What follows belongs to an exercise in optimizing a design on an open flow for small area; a production flow would make more cautious choices. Only simulation tests tie the RTL to the original design; equivalence was not proved.

## top
module top(
    input  wire         clk_i,
    input  wire         rstn_i,
    input  wire         start_i,
    input  wire [31:0]  vector_x_i,
    input  wire [31:0]  quant_w_i,
    output wire         done_o,
    output wire [31:0]  dout_o
);
For scale: ~97 flip-flops.
==> flow/config.mk <==
export PLATFORM = sky130hd
export DESIGN_NAME = top
export DESIGN_NICKNAME = top
export VERILOG_FILES = /design/flow/design.v
export SDC_FILE = /design/flow/constraint.sdc
export NUM_CORES = 4
export LEC_CHECK = 0
export CAP_MARGIN = 20
export CORE_MARGIN = 2
export CORE_UTILIZATION = 40
export CTS_BUF_LIST = sky130_fd_sc_hd__clkbuf_8
export SLEW_MARGIN = 20
export SYNTH_HIERARCHICAL = 1
export SYNTH_MINIMUM_KEEP_SIZE = 0
==> flow/constraint.sdc <==
create_clock -name core_clock -period 33.0 [get_ports {clk_i}]
set_input_delay 6.6000 -clock core_clock [delete_from_list [all_inputs] [get_ports {clk_i}]]
set_output_delay 6.6000 -clock core_clock [all_outputs]
set_load 0.01 [all_outputs]
standard.sh (not shown) runs the stock make flow with config.mk's settings and CLKGATE_MAP_FILE= SYNTH_SCRIPT=/design/flow/synth_recipe.tcl, a recipe that flattens the netlist after the stock synthesis.
==> flow/flow/run.sh <==
#!/bin/bash
# The standard layout (standard.sh, unchanged synthesis), with one difference:
# the port buffers that global placement inserts are buf_1 cells.
set -euo pipefail
bash standard.sh 'BUFFER_PORTS_ARGS=-buffer_cell sky130_fd_sc_hd__buf_1' finish > flow.log 2>&1
The baseline finished with timing, DRC and antenna clean.
==> next run, changes <==
==> flow/flow/run.sh (replaced) <==
#!/bin/bash
# The standard layout (standard.sh, unchanged synthesis), with two differences:
# the port buffers that global placement inserts are buf_1 cells, and the buffers
# that synthesis (abc) inserted are taken out at floorplan (repair_design puts back
# whatever slew and capacitance need).
set -euo pipefail
bash standard.sh 'BUFFER_PORTS_ARGS=-buffer_cell sky130_fd_sc_hd__buf_1' REMOVE_ABC_BUFFERS=1 finish > flow.log 2>&1
CTS_BUF_LIST = sky130_fd_sc_hd__clkbuf_4 sky130_fd_sc_hd__clkbuf_8   (was sky130_fd_sc_hd__clkbuf_8)
Count of clock-buffer cells in the layout stays the same.
Core utilization climbs by 0.12 points.
Critical path depth is unchanged.
Design area barely changes.
Fmax drops by 0.75%.
Setup slack is worse by 210 ps.
Wire length drops by 3.5%.
Sequential share of layout area stays flat.
==> next run, changes <==
==> flow/flow/run.sh (replaced) <==
#!/bin/bash
# The standard layout (standard.sh, unchanged synthesis), with one difference:
# the port buffers that global placement inserts are buf_1 cells.
set -euo pipefail
bash standard.sh 'BUFFER_PORTS_ARGS=-buffer_cell sky130_fd_sc_hd__buf_1' finish > flow.log 2>&1
Effect: Flip-flop and latch count is unchanged; synthesized cell count is unchanged; clock-buffer cell count climbs by 1; final area is about the same; global-route usage rises by 0.55 points; fmax climbs by 0.71%.


== old ==
top, a different RTL version from the one above (not shown whole).
Size in the first run: roughly 1200 cells after synthesis, ~100 I/O pins, roughly 14000 um^2 of cells after synthesis.
clock: 33.0 ns
lec_check: 0
cap_margin: 20
core_margin: 2
core_utilization: 40
slew_margin: 20
synth_hierarchical: 1
synth_minimum_keep_size: 0
==> flow/flow/run.sh <==
#!/bin/bash
# The standard layout (standard.sh, unchanged synthesis), with one difference:
# the port buffers that global placement inserts are buf_1 cells.
set -euo pipefail
bash standard.sh 'BUFFER_PORTS_ARGS=-buffer_cell sky130_fd_sc_hd__buf_1' finish > flow.log 2>&1
[inputs] new vs old
- setting CTS_BUF_LIST to sky130_fd_sc_hd__clkbuf_8 for the first time
Findings:
Worst setup slack in new vs old: up 21 ps. Looking at the reports, new completed the entire flow and the layout it produced met the timing, DRC and antenna checks. Between old and new, the difference in sequential share of layout area is negligible. [compare] base=old new=new: hold slack went up, final-layout non-clock buffer area share did not really move. old -> new: fraction of layout instances using a drive strength above 1 delta 0, exact match. Via count: new vs old, no meaningful difference. The total routing usage reported by global routing was comparable across old and new.


## v6
Another version of the RTL of top (not shown whole).
Size in the first run: ~1200 cells after synthesis, roughly 97 flip-flops, roughly 0.014 sq mm of cells after synthesis.
clock: 33.0 ns
lec_check: 0
cap_margin: 20
core_margin: 2
core_utilization: 40
cts_buf_list: sky130_fd_sc_hd__clkbuf_4 sky130_fd_sc_hd__clkbuf_8
slew_margin: 20
synth_hierarchical: 1
synth_minimum_keep_size: 0
==> flow/flow/run.sh <==
#!/bin/bash
# The standard layout (standard.sh, unchanged synthesis), with three differences:
# the port buffers that global placement inserts are buf_1 cells, cells on paths with
# slack to spare are sized down after global placement (flow/recover.tcl), and clock
# tree synthesis adds no dummy loads.
set -euo pipefail
bash standard.sh 'BUFFER_PORTS_ARGS=-buffer_cell sky130_fd_sc_hd__buf_1' \
  "POST_GLOBAL_PLACE_TCL=$PWD/flow/recover.tcl" \
  'CTS_ARGS=-sink_clustering_enable -repair_clock_nets -buf_list {sky130_fd_sc_hd__clkbuf_4 sky130_fd_sc_hd__clkbuf_8} -dont_use_dummy_load' \
  finish > flow.log 2>&1
==> flow/flow/recover.tcl <==
# After global placement: size down cells on paths with slack to spare
# (repair_timing's power recovery), before repair_design and detailed placement.
repair_timing -recover_power 100 -verbose
The flow did not stop early for v6: all stages ran, and the layout cleared the timing, DRC and antenna checks.
--- input diff v6..v7 ---
# v6
export LEC_CHECK = 0
export CAP_MARGIN = 20
export CORE_MARGIN = 2
export CORE_UTILIZATION = 40
export CTS_BUF_LIST = sky130_fd_sc_hd__clkbuf_4 sky130_fd_sc_hd__clkbuf_8
export SLEW_MARGIN = 20
export SYNTH_HIERARCHICAL = 1
export SYNTH_MINIMUM_KEEP_SIZE = 0
create_clock -name core_clock -period 33.0 [get_ports {clk_i}]
# v7
export LEC_CHECK = 0
export CAP_MARGIN = 20
export CORE_MARGIN = 2
export CORE_UTILIZATION = 65
export PLACE_DENSITY = 0.75
export SLEW_MARGIN = 20
export SYNTH_HIERARCHICAL = 1
export SYNTH_MINIMUM_KEEP_SIZE = 0
create_clock -name core_clock -period 33.0 [get_ports {clk_i}]
==> flow/flow/run.sh <==
#!/bin/bash
# The standard layout (standard.sh, unchanged synthesis), with two differences:
# the port buffers that global placement inserts are buf_1 cells, and clock tree
# synthesis adds no dummy loads.
set -euo pipefail
bash standard.sh 'BUFFER_PORTS_ARGS=-buffer_cell sky130_fd_sc_hd__buf_1' \
  'CTS_ARGS=-sink_clustering_enable -repair_clock_nets -buf_list {sky130_fd_sc_hd__clkbuf_4 sky130_fd_sc_hd__clkbuf_8} -dont_use_dummy_load' \
  finish > flow.log 2>&1
removed: flow/flow/recover.tcl
v7 reports its timing endpoint of the critical path as q1[3]$_DFF_P_ while v6 reports q1[5]$_DFF_P_. | worst setup margin | v7 vs v6 | ≈ equal |. Per the comparison of v7 with v6, transition time of the tightest slew-check pin down 270 ps; final worst-path cycle share ~0 delta. Compared with v6, v7 shows a lower post-route non-filler standard cell count. Worst hold slack was higher in v7 than in v6.


top again, from the RTL that the note above started with.
Settings: LEC_CHECK=0, CAP_MARGIN=20, CORE_MARGIN=2, CORE_UTILIZATION=40, CTS_BUF_LIST=sky130_fd_sc_hd__clkbuf_4 sky130_fd_sc_hd__clkbuf_8, SLEW_MARGIN=20, SYNTH_HIERARCHICAL=1, SYNTH_MINIMUM_KEEP_SIZE=0; clock period 33.0 ns.
==> flow/flow/run.sh <==
#!/bin/bash
# The standard layout (standard.sh, unchanged synthesis), with one difference:
# the port buffers that global placement inserts are buf_1 cells.
set -euo pipefail
bash standard.sh 'BUFFER_PORTS_ARGS=-buffer_cell sky130_fd_sc_hd__buf_1' finish > flow.log 2>&1
Edit:
==> flow/flow/run.sh (replaced) <==
#!/bin/bash
# The standard layout (standard.sh, unchanged synthesis), with two differences:
# the port buffers that global placement inserts are buf_1 cells, and clock tree
# synthesis adds no dummy loads.
set -euo pipefail
bash standard.sh 'BUFFER_PORTS_ARGS=-buffer_cell sky130_fd_sc_hd__buf_1' \
  'CTS_ARGS=-sink_clustering_enable -repair_clock_nets -buf_list {sky130_fd_sc_hd__clkbuf_4 sky130_fd_sc_hd__clkbuf_8} -dont_use_dummy_load' \
  finish > flow.log 2>&1
Result:
- The changed run finished clean
- register-to-register slack degrades by 0.07 ns
- worst setup slack got worse by 0.011 ns
- final cell count falls slightly
- die area does not change
- first-iteration DRC count fell by roughly a tenth
- area after synthesis does not change

-- separate check: timing with driven ports --
The results above use ideal ports. As a check the final layouts listed here were re-extracted and re-timed, cells and wires unchanged.
Step 1, drivers: a clkbuf_16 drives clk_i and a buf_2 each remaining input, both assumed.
Step 2 times the ports against the registers' clock, not the clock port: input delays grow and output delays shrink by t, the midpoint of the rising clock arrivals with the driver on.
Three values: ideal ports, drivers, drivers and shift; two values: the first two.
run | t, ns | setup WS [ns] | hold slack, ns
the first run of note 1 | 0.432 | 5.620 / 5.638 / 5.206 | 0.331 / 0.331 / 0.331
the second run of note 1 | 0.418 | 5.414 / 5.421 / 5.003 | 0.326 / 0.326 / 0.326
the third run of note 1 | 0.432 | 5.608 / 5.626 / 5.193 | 0.332 / 0.332 / 0.332
old | 0.390 | 7.127 / 7.143 / 6.753 | 0.330 / 0.330 / 0.330
new | 0.416 | 7.147 / 7.158 / 6.742 | 0.334 / 0.334 / 0.334
v6 | 0.402 | 5.610 / 5.621 / 5.219 | 0.308 / 0.308 / 0.308
v7 | 0.406 | 5.612 / 5.626 / 5.220 | 0.332 / 0.332 / 0.332
the first run of note 4 | 0.426 | 5.637 / 5.655 / 5.229 | 0.333 / 0.333 / 0.333
the second run of note 4 | 0.411 | 5.626 / 5.644 / 5.233 | 0.333 / 0.333 / 0.333
After both steps every run listed still meets setup and hold. The setup slack of the third run of note 1, which loses most, moves by +0.018 ns with the drivers and by -0.415 ns with both steps.
